This design comes from an exercise in tuning for small area, a short achievable clock period and few clock cycles per item on the open sky130 flow, not from production work.
Function was checked by simulation only, so behaviour that the tests miss may differ from the original.
Power and IR drop assume default switching activity.

job 1207:
Design top, start of the top module:
module top(
    input clk,
    input rst_n,
    input start,
    input Clr,
    output [191:0] C,
    output done,
    output [31:0] mem_address,
    output mem_read,
    input [63:0] mem_readdata,
    input mem_readdatavalid,
    input mem_waitrequest
);
    logic       run;        
    logic       rd_q;       
    logic [3:0] addr;       
    logic       have_b;     
    logic       done_q;
    logic       spec;       
    logic       l_full;     
    logic       r_busy;     
    logic [1:0] r_cnt;      
    logic [2:0] rotcnt;     
    logic       a_v, a_first, a_last;   
    logic       b_last;     
    logic       u_acc0, u_acc1, u_rs;   
    wire accept = rd_q & ~mem_waitrequest;
    wire row_v  = mem_readdatavalid & have_b & ~spec;
    wire b_v    = mem_readdatavalid & ~have_b & ~spec;
    wire r_end  = r_busy & (r_cnt == 2'd3);
    wire r_take_l  = l_full & (~r_busy | r_end);
    wire l_load    = row_v;
    wire rot    = b_last;
    logic [3:0] addr_n;
    logic       l_full_n, r_busy_n;
    logic [1:0] r_cnt_n;
    always_comb begin
        addr_n = accept ? addr + 4'd1 : addr;
        l_full_n = l_load | (l_full & ~r_take_l);
        if (r_take_l) begin
            r_busy_n = 1'b1;
            r_cnt_n = 2'd0;
        end else begin
            r_busy_n = r_busy & ~r_end;
            r_cnt_n = r_cnt + {1'b0, r_busy};
        end
    end
    always_ff @(posedge clk, negedge rst_n) begin
        if (!rst_n) begin
            run <= 1'b0;
            rd_q <= 1'b0;
            addr <= 4'd0;
            have_b <= 1'b0;
            done_q <= 1'b0;
            spec <= 1'b0;
            l_full <= 1'b0;
            r_busy <= 1'b0;
  ...
For scale: ~23000 sq um of cells after synthesis.
Settings: LEC_CHECK=0, ABC_AREA=1, CAP_MARGIN=20, CORE_MARGIN=2, CORE_UTILIZATION=40, CTS_CLUSTER_DIAMETER=100, CTS_CLUSTER_SIZE=30, SETUP_SLACK_MARGIN=3.5, SLEW_MARGIN=20; clock period 6.0 ns.
standard.sh (not shown) runs the stock make flow with config.mk's settings and CLKGATE_MAP_FILE= SYNTH_SCRIPT=/design/flow/synth_recipe.tcl, a recipe that flattens the netlist after the stock synthesis.
==> flow/flow/run.sh <==
#!/bin/bash
# The standard layout (the standard.sh), with sky130_fd_sc_hd__buf_1 as
# the buffer that buffer_ports puts on every input and output port.
set -o pipefail
export BUFFER_PORTS_ARGS="-buffer_cell sky130_fd_sc_hd__buf_1"
bash standard.sh 2>&1 | tee standard.log
Testbench counts of job 1207, summed over its fixed seeds: cycles 11,161, items 192.
For job 4596, these inputs were changed with respect to job 1207:
Settings: removing ABC_AREA (formerly 1); changing SETUP_SLACK_MARGIN from 3.5 to 3.6.
Global routing met2 resource utilization for job 4596 is lower than for job 1207.
Wire length: job 4596 better than job 1207
Total power up about 1% in job 4596 wrt job 1207
Comparing job 1207 and job 4596, post-cts gate resize count is higher on job 4596.
Job 4596 reports its cell with the largest stage delay on the worst path as sky130_fd_sc_hd__fa_1 while job 1207 reports sky130_fd_sc_hd__dfxtp_1.
Job 4596: overall die area about 0.5% below job 1207
From job 1207 to job 4596 the numbers moved as follows: maximum frequency shrank by about 1.1%, post-detailed-route DRC marker count saw little to no change, post-route worst setup slack now sits lower.
The clock period minus worst slack in job 4596 sits 0.028 ns above the value recorded for job 1207.
Cmp job 4596 vs job 1207: wire length of the first global-routing pass lower in job 4596
Job 4596 against job 1207; internal power summed over all cells is up by a little under 10%.
Edits applied to the flow inputs when going from job 4596 to job 7868:
Settings: SETUP_SLACK_MARGIN: 3.6 -> 3.5.
==> results.txt <==
No run among job 7868 and job 4596 stopped early or left any final violation; all are clean.
Diff job 7868..job 4596 | number of distinct library cells after synthesis | unchanged
Any difference in fraction of area in multi-input gates between job 7868 and job 4596 is small enough to ignore.
Post-route worst hold slack in job 7868 vs job 4596: down 0.0052 ns
Higher final cell count goes to job 4596 over job 7868.
In the flow results for job 7868 and job 4596, the overall track demand over capacity in global routing is larger on job 4596.
[compare] base=job 4596 new=job 7868: via count lower; cell-internal power lower; final number of setup-violating endpoints roughly the same.
Between job 7868 and job 4596, total power is higher for job 4596, job 7868 comes in under that.

## port drivers added, routing unchanged
In the flow no input, the clock included, has a driving cell. The finished layouts below were timed again as built, in two steps.
Step 1 assumes that a clkbuf_16 drives the clock port and a buf_2 every other input.
Step 2 times the ports against the registers' clock, not the clock port: input delays grow and output delays shrink by t, the midpoint of the rising clock arrivals with the driver on.
a / b / c = ideal ports / drivers / drivers and shift; a / b = the first two.
run	t, ns	setup WS [ns]	worst data-port slew with drivers (ns)
job 1207	0.650	3.527 / 3.463 / 3.049	0.05
job 4596	0.629	3.500 / 3.500 / 3.089	0.11
job 7868	0.629	3.519 / 3.480 / 3.029	0.10
After both steps every run listed still meets setup and hold. The setup slack of job 7868, which loses most, moves by -0.039 ns with the drivers and by -0.490 ns with both steps.
